Background: an optimization exercise with open tools, aiming at small area. Do not read the settings as production practice. Only simulation tests tie the RTL to the original design; equivalence was not proved.

<file path="flow/run.sh">
#!/bin/bash
# synth_recipe.tcl (not shown) runs the flow's synth.tcl, then flattens the netlist and writes it again
# the make line also repeats each setting of config.mk as NAME=value (left out here)
make -C /OpenROAD-flow-scripts/flow DESIGN_CONFIG=/design/flow/config.mk WORK_HOME=/design/flow/orfs CLKGATE_MAP_FILE= SYNTH_SCRIPT=/design/flow/synth_recipe.tcl finish
</file>
<file path="flow/config.mk">
export PLATFORM = sky130hd
export DESIGN_NAME = dct_top
export DESIGN_NICKNAME = dct_top
export VERILOG_FILES = /design/flow/design.v
export SDC_FILE = /design/flow/constraint.sdc
export NUM_CORES = 4
export LEC_CHECK = 0
export CAP_MARGIN = 20
export CORE_MARGIN = 2
export CORE_UTILIZATION = 40
export SLEW_MARGIN = 20
</file>
<file path="flow/constraint.sdc">
create_clock -name core_clock -period 12.0 [get_ports {clk}]
set_input_delay 2.4000 -clock core_clock [delete_from_list [all_inputs] [get_ports {clk}]]
set_output_delay 2.4000 -clock core_clock [all_outputs]
set_load 0.01 [all_outputs]
</file>
<file path="flow/design.v">
module dct_1d
#(  parameter BWo = 10,
    parameter BWi = 8)
(
    output [BWo-1:0] dct_out,
    output tp_mem_enb,
    input  [BWi-1:0] dct_in,  
    input  clk, rst, enb
);
reg signed [BWi-1:0] data_8bx8 [0:7];
reg signed [BWo-1:0] data_outs [0:7];
reg [2:0] cnt_data, cnt_data_out;
reg tp_enb, tp_enb_delayed;
wire signed [8:0] v0, v1, v2, v3, v4, v5, v6, v7;
wire signed [9:0] v8, v9, v10, v11, v12, vv13, v14;
wire signed [10:0] v15, v16, vv17, vv18;
wire signed [11:0] v13;
wire signed [11:0] v17, v18, v19, v20, v21, v22, v23, v24;
wire signed [11:0] v25, v26, v27, v28;
wire signed [11:0] out1, out2, out3, out4, out5, out6, out7;
assign v0 = (|cnt_data) ?  9'b0 : ({data_8bx8[0][BWi-1], data_8bx8[0]} + {data_8bx8[7][BWi-1], data_8bx8[7]});  
assign v1 = (|cnt_data) ?  9'b0 : ({data_8bx8[1][BWi-1], data_8bx8[1]} + {data_8bx8[6][BWi-1], data_8bx8[6]});  
assign v2 = (|cnt_data) ?  9'b0 : ({data_8bx8[2][BWi-1], data_8bx8[2]} + {data_8bx8[5][BWi-1], data_8bx8[5]});  
assign v3 = (|cnt_data) ?  9'b0 : ({data_8bx8[3][BWi-1], data_8bx8[3]} + {data_8bx8[4][BWi-1], data_8bx8[4]});  
assign v4 = (|cnt_data) ?  9'b0 : ({data_8bx8[3][BWi-1], data_8bx8[3]} - {data_8bx8[4][BWi-1], data_8bx8[4]});  
assign v5 = (|cnt_data) ?  9'b0 : ({data_8bx8[2][BWi-1], data_8bx8[2]} - {data_8bx8[5][BWi-1], data_8bx8[5]});  
assign v6 = (|cnt_data) ?  9'b0 : ({data_8bx8[1][BWi-1], data_8bx8[1]} - {data_8bx8[6][BWi-1], data_8bx8[6]});  
assign v7 = (|cnt_data) ?  9'b0 : ({data_8bx8[0][BWi-1], data_8bx8[0]} - {data_8bx8[7][BWi-1], data_8bx8[7]});  
assign v8 = v0 + v3;
assign v9 = v1 + v2;
assign v10 = v1 - v2;
assign v11 = v0 - v3;
assign v12 = -v4 - v5;
assign vv13 = v5 + v6;
assign v13 = ((vv13 <<< 1) + vv13) >>> 2;
assign v14 = v6 + v7;
assign v15 = v8 + v9;
assign v16 = v8 - v9;
assign vv17 = v10 + v11;
assign vv18 = v12 + v14;
assign v17 = ((vv17 <<< 1) + vv17) >>> 2;
assign v18 = ((vv18 <<< 1) + vv18) >>> 3;
assign v19 = ((-v12) >>> 1) - v18;
assign v20 = (((v14 <<< 2) + v14) - (v18 <<< 2)) >>> 2;
assign v21 = v17 + v11;
assign v22 = v11 - v17;
assign v23 = v13 + v7; 
assign v24 = v7 - v13; 
assign v25 = v19 + v24;
assign v26 = v23 + v20;
assign v27 = v23 - v20;
assign v28 = v24 - v19;
assign out1 = v26 >>> 1;
assign out2 = v21 >>> 1;
assign out3 = ((v28 <<< 2) + v28) >>> 3;
assign out4 = ((v16 <<< 1) + v16) >>> 2;
assign out5 = ((v25 <<< 3) - v25) >>> 3;
assign out6 = (v22 + (v22 <<< 2)) >>> 2;
assign out7 = ((v27 <<< 2) + v27) >>> 1;
assign dct_out = data_outs[cnt_data_out];
assign tp_mem_enb = tp_enb_delayed;
always @ (posedge clk) begin
    if (rst) begin
        data_8bx8[0] <= 8'b0;
        data_8bx8[1] <= 8'b0;
        data_8bx8[2] <= 8'b0;
        data_8bx8[3] <= 8'b0;
        data_8bx8[4] <= 8'b0;
        data_8bx8[5] <= 8'b0;
        data_8bx8[6] <= 8'b0;
        data_8bx8[7] <= 8'b0;
        data_outs[0] <= 8'b0;
        data_outs[1] <= 8'b0;
        data_outs[2] <= 8'b0;
        data_outs[3] <= 8'b0;
        data_outs[4] <= 8'b0;
        data_outs[5] <= 8'b0;
        data_outs[6] <= 8'b0;
        data_outs[7] <= 8'b0;
        cnt_data <= 3'b0;
        cnt_data_out <= 3'b0;
        tp_enb <= 1'b0;
        tp_enb_delayed <= 1'b0;
    end
    else if (enb) begin
        if (cnt_data == 3'd7) begin
            cnt_data <= 3'b0;
            tp_enb <= 1'b1;
        end
        else if (cnt_data == 3'b0) begin
            data_outs[0] <=  v15[10 -: BWo];
            data_outs[1] <= {out1[11], out1[0 +: BWo - 1]};
            data_outs[2] <= {out2[11], out2[0 +: BWo - 1]};
            data_outs[3] <= {out3[11], out3[0 +: BWo - 1]};
            data_outs[4] <= {out4[11], out4[0 +: BWo - 1]};
            data_outs[5] <= {out5[11], out5[0 +: BWo - 1]};
            data_outs[6] <= {out6[11], out6[0 +: BWo - 1]};
            data_outs[7] <= {out7[11], out7[0 +: BWo - 1]};
            cnt_data <= cnt_data + 3'b1;
        end
        else begin
            cnt_data <= cnt_data + 3'b1;
        end
        cnt_data_out <= cnt_data;
        tp_enb_delayed <= tp_enb;
        data_8bx8[cnt_data] <= dct_in;
    end
end
endmodule
module dct_2d
#(  parameter BWo = 12,
    parameter BWi = 10)
(
    output [BWo-1:0] dct_out,
    output tp_mem_enb,
    input  [BWi-1:0] dct_in,  
    input  clk, rst, enb
);
reg signed [BWi-1:0] data_10bx8 [0:7];
reg signed [BWo-1:0] data_outs [0:7];
reg [2:0] cnt_data, cnt_data_out;
reg tp_enb, tp_enb_delayed;
wire signed [BWi:0] v0, v1, v2, v3, v4, v5, v6, v7;
wire signed [BWi+1:0] v8, v9, v10, v11, v12, vv13, v14;
wire signed [BWi+2:0] v15, v16, vv17, vv18;
wire signed [BWi+3:0] v13;
wire signed [BWi+3:0] v17, v18, v19, v20, v21, v22, v23, v24;
wire signed [BWi+3:0] v25, v26, v27, v28;
wire signed [BWi+3:0] out1, out2, out3, out4, out5, out6, out7;
assign v0 = (|cnt_data) ?  10'b0 : ({data_10bx8[0][BWi-1], data_10bx8[0]} + {data_10bx8[7][BWi-1], data_10bx8[7]});  
assign v1 = (|cnt_data) ?  10'b0 : ({data_10bx8[1][BWi-1], data_10bx8[1]} + {data_10bx8[6][BWi-1], data_10bx8[6]});  
assign v2 = (|cnt_data) ?  10'b0 : ({data_10bx8[2][BWi-1], data_10bx8[2]} + {data_10bx8[5][BWi-1], data_10bx8[5]});  
assign v3 = (|cnt_data) ?  10'b0 : ({data_10bx8[3][BWi-1], data_10bx8[3]} + {data_10bx8[4][BWi-1], data_10bx8[4]});  
assign v4 = (|cnt_data) ?  10'b0 : ({data_10bx8[3][BWi-1], data_10bx8[3]} - {data_10bx8[4][BWi-1], data_10bx8[4]});  
assign v5 = (|cnt_data) ?  10'b0 : ({data_10bx8[2][BWi-1], data_10bx8[2]} - {data_10bx8[5][BWi-1], data_10bx8[5]});  
assign v6 = (|cnt_data) ?  10'b0 : ({data_10bx8[1][BWi-1], data_10bx8[1]} - {data_10bx8[6][BWi-1], data_10bx8[6]});  
assign v7 = (|cnt_data) ?  10'b0 : ({data_10bx8[0][BWi-1], data_10bx8[0]} - {data_10bx8[7][BWi-1], data_10bx8[7]});  
assign v8 = v0 + v3;
assign v9 = v1 + v2;
assign v10 = v1 - v2;
assign v11 = v0 - v3;
assign v12 = -v4 - v5;
assign vv13 = v5 + v6;
assign v13 = ((vv13 <<< 1) + vv13) >>> 2;
assign v14 = v6 + v7;
assign v15 = v8 + v9;
assign v16 = v8 - v9;
assign vv17 = v10 + v11;
assign vv18 = v12 + v14;
assign v17 = ((vv17 <<< 1) + vv17) >>> 2;
assign v18 = ((vv18 <<< 1) + vv18) >>> 3;
assign v19 = ((-v12) >>> 1) - v18;
assign v20 = (((v14 <<< 2) + v14) - (v18 <<< 2)) >>> 2;
assign v21 = v17 + v11;
assign v22 = v11 - v17;
assign v23 = v13 + v7; 
assign v24 = v7 - v13; 
assign v25 = v19 + v24;
assign v26 = v23 + v20;
assign v27 = v23 - v20;
assign v28 = v24 - v19;
assign out1 = v26 >>> 1;
assign out2 = v21 >>> 1;
assign out3 = ((v28 <<< 2) + v28) >>> 3;
assign out4 = ((v16 <<< 1) + v16) >>> 2;
assign out5 = ((v25 <<< 3) - v25) >>> 3;
assign out6 = (v22 + (v22 <<< 2)) >>> 2;
assign out7 = ((v27 <<< 2) + v27) >>> 1;
assign dct_out = data_outs[cnt_data_out];
assign tp_mem_enb = tp_enb_delayed;
always @ (posedge clk) begin
    if (rst) begin
        data_10bx8[0] <= 10'b0;
        data_10bx8[1] <= 10'b0;
        data_10bx8[2] <= 10'b0;
        data_10bx8[3] <= 10'b0;
        data_10bx8[4] <= 10'b0;
        data_10bx8[5] <= 10'b0;
        data_10bx8[6] <= 10'b0;
        data_10bx8[7] <= 10'b0;
        data_outs[0] <= 12'b0;
        data_outs[1] <= 12'b0;
        data_outs[2] <= 12'b0;
        data_outs[3] <= 12'b0;
        data_outs[4] <= 12'b0;
        data_outs[5] <= 12'b0;
        data_outs[6] <= 12'b0;
        data_outs[7] <= 12'b0;
        cnt_data <= 3'b0;
        cnt_data_out <= 3'b0;
        tp_enb <= 1'b0;
        tp_enb_delayed <= 1'b0;
    end
    else if (enb) begin
        if (cnt_data == 3'd7) begin
            cnt_data <= 3'b0;
            tp_enb <= 1'b1;
        end
        else if (cnt_data == 3'b0) begin
            data_outs[0] <=  v15[BWi+2 -: BWo];
            data_outs[1] <= {out1[BWi+3], out1[0 +: BWo - 1]};
            data_outs[2] <= {out2[BWi+3], out2[0 +: BWo - 1]};
            data_outs[3] <= {out3[BWi+3], out3[0 +: BWo - 1]};
            data_outs[4] <= {out4[BWi+3], out4[0 +: BWo - 1]};
            data_outs[5] <= {out5[BWi+3], out5[0 +: BWo - 1]};
            data_outs[6] <= {out6[BWi+3], out6[0 +: BWo - 1]};
            data_outs[7] <= {out7[BWi+3], out7[0 +: BWo - 1]};
            cnt_data <= cnt_data + 3'b1;
        end
        else begin
            cnt_data <= cnt_data + 3'b1;
        end
        cnt_data_out <= cnt_data;
        tp_enb_delayed <= tp_enb;
        data_10bx8[cnt_data] <= dct_in;
    end
end
endmodule
module tp_mem
#(parameter BW = 8)
(
    output [BW-1:0] mem_out,
    output reg enb_out,
    input  [BW-1:0] mem_in,
    input  clk, rst, enb
);
reg [BW-1:0] data [0:7][0:7];
reg odd;
reg [2:0] cnt_row, cnt_col;
assign mem_out = odd ? data[cnt_row][cnt_col] : data[cnt_col][cnt_row];
always @ (posedge clk) begin
    if (rst) begin
        odd        <= 1'b0;
        cnt_row    <= 3'b0;
        cnt_col    <= 3'b0;
        enb_out    <= 1'b0;
    end
    else if (enb) begin
        if (cnt_col == 3'd7) begin
            cnt_col <= 3'b0;
            if (cnt_row == 3'd7) begin
                cnt_row <= 3'b0;
                enb_out <= 1'b1;
                odd <= ~odd;
            end
            else begin
                cnt_row <= cnt_row + 3'b1;
            end
        end
        else begin
            cnt_col <= cnt_col + 3'b1;
        end
    end
end
integer i, j;    
always @ (posedge clk) begin
    if (rst) begin
        for (i=0;i<8;i=i+1) begin
            for (j=0;j<8;j=j+1) begin
                data[j][i] <= 0;
            end
        end
    end
    else if (odd) begin
        data[cnt_row][cnt_col] <= mem_in;
    end
    else begin
        data[cnt_col][cnt_row] <= mem_in;
    end
end
endmodule
module dct_top(
    output [11:0] dct_data_out,
    input  [7:0]  dct_data_in,
    input  clk, rst, enb
);
parameter BWo1d = 10;
parameter BWo2d = 12;
reg [7:0] dct_data_in_reg;
wire [BWo1d-1:0] dct_1d_out, tp_1d_out;
wire [BWo2d-1:0] dct_2d_out, tp_2d_out;
wire tp_1d_enb, tp_2d_enb;
wire dct_2d_enb, dct_fin_enb;
dct_1d DCT1D(dct_1d_out, tp_1d_enb, dct_data_in_reg, clk, rst, enb);
tp_mem #(.BW(10)) TP1D(tp_1d_out, dct_2d_enb, dct_1d_out, clk, rst, tp_1d_enb);
dct_2d DCT2D(dct_2d_out, tp_2d_enb, tp_1d_out, clk, rst, dct_2d_enb);
tp_mem #(.BW(12)) TP2D(tp_2d_out, dct_fin_enb, dct_2d_out, clk, rst, tp_2d_enb);
assign dct_data_out = tp_2d_out;
always @ (posedge clk) begin
    if (rst) begin
        dct_data_in_reg <= 8'b0;
    end
    else begin
        dct_data_in_reg <= dct_data_in;
    end
end
endmodule
</file>
==> run summary <==
-- tightest hold or removal path: cells and delay by family, from the launching register on --
| kind | cells | cell delay, ns |
|---|---|---|
| flops | 1 | 0.30 |
| simple gates | 1 | 0.05 |
| compound gates | 1 | 0.05 |
-- metrics by stage --
step / cell area [um2] / hold WS (ns) / instances / utilization (%) / setup slack [ns]
CTS: 127000 / 0.448 / 13975 / 43.7 / 2.29
finish: 127000 / 0.448 / 13986 / 43.7 / 2.20
global route: 127000 / 0.469 / 13979 / 43.7 / 1.32
global placement: 121000 / 0.436 / 13609 / 41.5 / 2.27
floorplan: 117000 / 0.421 / 10270 / - / 2.93
detailed placement: 121000 / 0.442 / 13609 / 41.5 / 2.30
-- worst min-delay path by stage --
stage	start	end	slack (ns)	depth (start not counted)
6_report	DCT2D.data_outs[7][6]	DCT2D.data_outs[7][6]	0.45	2
4_1_cts	DCT2D.data_outs[7][6]	DCT2D.data_outs[7][6]	0.45	2
5_1_grt	DCT2D.data_outs[7][2]	DCT2D.data_outs[7][2]	0.47	2
3_5_place_dp	DCT2D.data_outs[7][6]	DCT2D.data_outs[7][6]	0.44	2
3_3_place_gp	DCT2D.data_outs[7][8]	DCT2D.data_outs[7][8]	0.44	2
2_1_floorplan	DCT2D.data_outs[5][9]	DCT2D.data_outs[5][9]	0.42	2
-- layout by cell type, fill, tap and decap left out, types with 151 or more instances in the layout --
cell type and instances:
sky130_fd_sc_hd__a21oi_1 544, sky130_fd_sc_hd__clkbuf_16 201, sky130_fd_sc_hd__dfxtp_1 198, sky130_fd_sc_hd__edfxtp_1 1552, sky130_fd_sc_hd__ha_1 770, sky130_fd_sc_hd__inv_1 673, sky130_fd_sc_hd__mux4_2 929, sky130_fd_sc_hd__nand2_1 645
sky130_fd_sc_hd__nor2_1 1932, sky130_fd_sc_hd__o21ai_0 268, sky130_fd_sc_hd__o21bai_1 151, sky130_fd_sc_hd__xnor2_1 385
-- cells in the mapped netlist (52+ instances only) --
master / instances
sky130_fd_sc_hd__nor2_1: 1938
sky130_fd_sc_hd__edfxtp_1: 1552
sky130_fd_sc_hd__mux4_2: 929
sky130_fd_sc_hd__ha_1: 770
sky130_fd_sc_hd__inv_1: 674
sky130_fd_sc_hd__nand2_1: 646
sky130_fd_sc_hd__a21oi_1: 545
sky130_fd_sc_hd__clkbuf_1: 518
sky130_fd_sc_hd__xnor2_1: 385
sky130_fd_sc_hd__o21ai_0: 269
sky130_fd_sc_hd__dfxtp_1: 211
sky130_fd_sc_hd__o21bai_1: 151
sky130_fd_sc_hd__nor3_1: 137
sky130_fd_sc_hd__xor2_1: 128
sky130_fd_sc_hd__nand2b_1: 117
sky130_fd_sc_hd__fa_1: 106
sky130_fd_sc_hd__nor2b_1: 102
sky130_fd_sc_hd__and2_1: 97
sky130_fd_sc_hd__a21o_1: 96
sky130_fd_sc_hd__buf_2: 84
sky130_fd_sc_hd__nand3_1: 82
sky130_fd_sc_hd__mux2i_1: 52
-- final cells by class --
cell class,instances,area (um2)
Fill cell,26832,164000
Clock buffer,242,5210
Sequential cell,1763,50900
Multi-Input combinational cell,7164,61700
Inverter,675,2540
Antenna cell,10,25.0
Clock inverter,124,1150
Tap cell,3900,4880
Timing Repair Buffer,108,955
-- cell families (layout without fill, tap and decap cells) --
logic type / after synthesis / in the layout / synth area share [%]
muxes: 1019 / 1019 / 18.7
AOI/OAI and AO/OA: 1420 / 1420 / 7.47
other: 0 / 10 / 0
DFF: 1763 / 1763 / 43.3
adders and majority gates: 876 / 876 / 10.0
and+or+nand+nor: 3333 / 3333 / 12.1
buffers and inverters: 1343 / 1149 / 4.45
xor gates and xnor gates: 516 / 516 / 3.89
-- metal layers --
metal	routed length (um)	global-route usage, %	part of all wire, %	vias to the layer above
met5	123	0.192	0.035	-
met4	13700	8.06	3.9	10
met3	30200	3.71	8.7	627
met2	165000	37.5	47	3471
met1	139000	30.9	40	41191
li1	-	-	-	36444
==> run summary <==
The worst setup path is captured at a flip-flop. The congestion estimate from routability-driven global placement came to 0.910.

The logs give 25 for the number of antenna violations at the first check in global routing and 4 for the largest buffer count on any clock path. Headroom to the max-slew limit came out at 14.9%. Setup violations remaining at the end of the flow were counted as 0. The first detailed-routing pass ran for 8 iterations.

The detail route stage leaves a number of antenna-violating nets equal to 0. The area added between synthesis and finish is 8.45%. The run gives 291000 um2 as the core outline area. Yosys mapped a number of flops with a built-in enable equal to 1552. The register with the most flip-flops in the final layout is TP2D.data.

Detailed placement finished with a half-perimeter wire length of 245000 um. In the final layout, the registers with the most flip-flops are TP2D.data: 768 flops, TP1D.data: 640 flops, DCT2D.data_outs: 94 flops. The slew at the pin closest to its max-slew limit came out at 1.28 ns. Of all flip-flops after synthesis, the portion carrying an async set or reset was 0%.

The worst path in the final design needs a cycle of 9.80 ns, including I/O delays and setup. The critical path starts at DCT1D.cnt_data[0]. The row count is 198, and the number of sinks on the clock net is 1763.

In this run the horizontal extent of the chip is 546 um. Counting flops and latches in the post-synthesis netlist gives 1763. The hold buffer count at cts was 0.

The final layout contains 10.8k nets. The critical path arrival is 10.54 ns, and the fraction of synthesized cell area taken by the top area cell type is 39.7%. The logs give 2.20 ns for the slack of the worst reg-to-reg path and 117000 um2 for the summed instance area of the synthesized netlist. The number of cell instances on the worst register-to-register path was 36.

The run gives 8805 as the number of violations reported at the end of detailed-routing iteration 0. In this run, distinct cell masters in the synthesized netlist total 85. The critical path in this run is classified as flip-flop to flip-flop. Cells with a size suffix above 1 make up 14.3% of the layout.

The hold violation count in the final report came out at 0. The critical path depth in cells was 36. For this configuration, the core starts out at a cell density of 40.3%. For the number of max-slew violations in the final report, the log shows 0. By area the synthesized netlist is led by sky130_fd_sc_hd__edfxtp_1, sky130_fd_sc_hd__mux4_2, sky130_fd_sc_hd__ha_1. For this run, the number of Yosys warnings is 7.

Source of the worst register-to-register timing path: DCT1D.cnt_data[0]. The tools report the routed via count as 81.7k. Setup repair after global routing left no endpoint under its margin.

The clock transition time at the flip-flop clock pins of the worst setup and hold paths came out at 0.06 ns. Endpoint of the worst setup timing path: DCT1D.data_outs[3][8]. The floorplan step defined a die boundary enclosing 298000 um2.

TritonCTS built the clock tree. Number of setup buffers added after CTS: 0.

The average vias per placed instance was 5.84; the I/O pin count was 23. Counting stages on the worst path, the most repeated cell is sky130_fd_sc_hd__ha_1. At the worst endpoint, the required time is 12.75 ns.

Sequential cells were found to cover 43.3% of the synthesized design area. For the final routed database, the setup TNS stands at 0 ns. Entering global routing, the biggest net connects 154 pins.

The root buffer cell is sky130_fd_sc_hd__clkbuf_16. For the worst-skew pair, the clock arrives at the later sink with an insertion delay of 0.96 ns. The worst setup path is launched from a flip-flop. After synthesis, the mean cell area works out to 11.4 um2. The die is 546 um tall. In the final routed layout, each cell accounts on average for 24.9 um. Broken down by cell family, the worst path's largest delay share belongs to compound AO/OA/AOI/OAI gates.

The maximum clock skew at final layout is 0.148 ns. The first global-routing pass estimated 521000 um of wire. The most used flip-flop cell after synthesis is sky130_fd_sc_hd__edfxtp_1. Dividing the final minimum period by the clock period gives 81.6%.

After technology mapping, the gate count stands at 10.3k. TritonCTS created 200 clock buffers. In this design, the stage delay of the slowest critical-path cell is 0.74 ns. The number of buffers and inverters on the critical path works out to 3.

The synthesized net count was 11.2k; the max-capacitance violation count was 0. Most area-hungry cell type in the Yosys netlist: sky130_fd_sc_hd__edfxtp_1. The maximum level of the CTS H-tree is 4, and the worst-path maximum fanout is 22. The tightest min-delay check is of the flip-flop to flip-flop type. The logs give 80.8k for the number of global-route vias before repair and 0 for the global-route congestion overflow total.

For this design, the slowest cell found on the critical path is sky130_fd_sc_hd__a2111oi_0. The flow ran to the end and the layout has no timing, DRC or antenna violations. Worst reg2reg path endpoint: DCT1D.data_outs[3][8]. Global routing used 22.9% of the available tracks. The residual DRC count was 0. Based on the critical path, the design can be clocked at up to 0.102 GHz. The register with the most flip-flops in the layout has 768 of them. Post-CTS repair changed the size of 0 cells.

During placement, the flow inserted port buffers numbering 22. For this block, the routed nets add up to 349000 um of wire.

[separate check: timing with driven ports]
The flow's constraints put no driver on any port. The routed layout listed below was extracted and timed again, unchanged, in two steps. Step 1 assumes that a clkbuf_16 drives the clock port and a buf_2 every other input. Step 2 adds t to the input delays and takes it off the output delays; t is the mean of the earliest and latest rising clock arrival at the registers after step 1. Input paths then give back, and output paths get back, about the clock's delay inside the block. Slacks: ideal ports / drivers / drivers and shift; pairs: ideal ports / drivers.
t (ns): 0.980
setup slack, ns: 2.205 / 2.205 / 2.205
hold slack, ns: 0.448 / 0.448 / 0.448
After both steps setup and hold are still met in this run. The setup slack of this run moves by 0.000 ns with the drivers and by 0.000 ns with both steps.
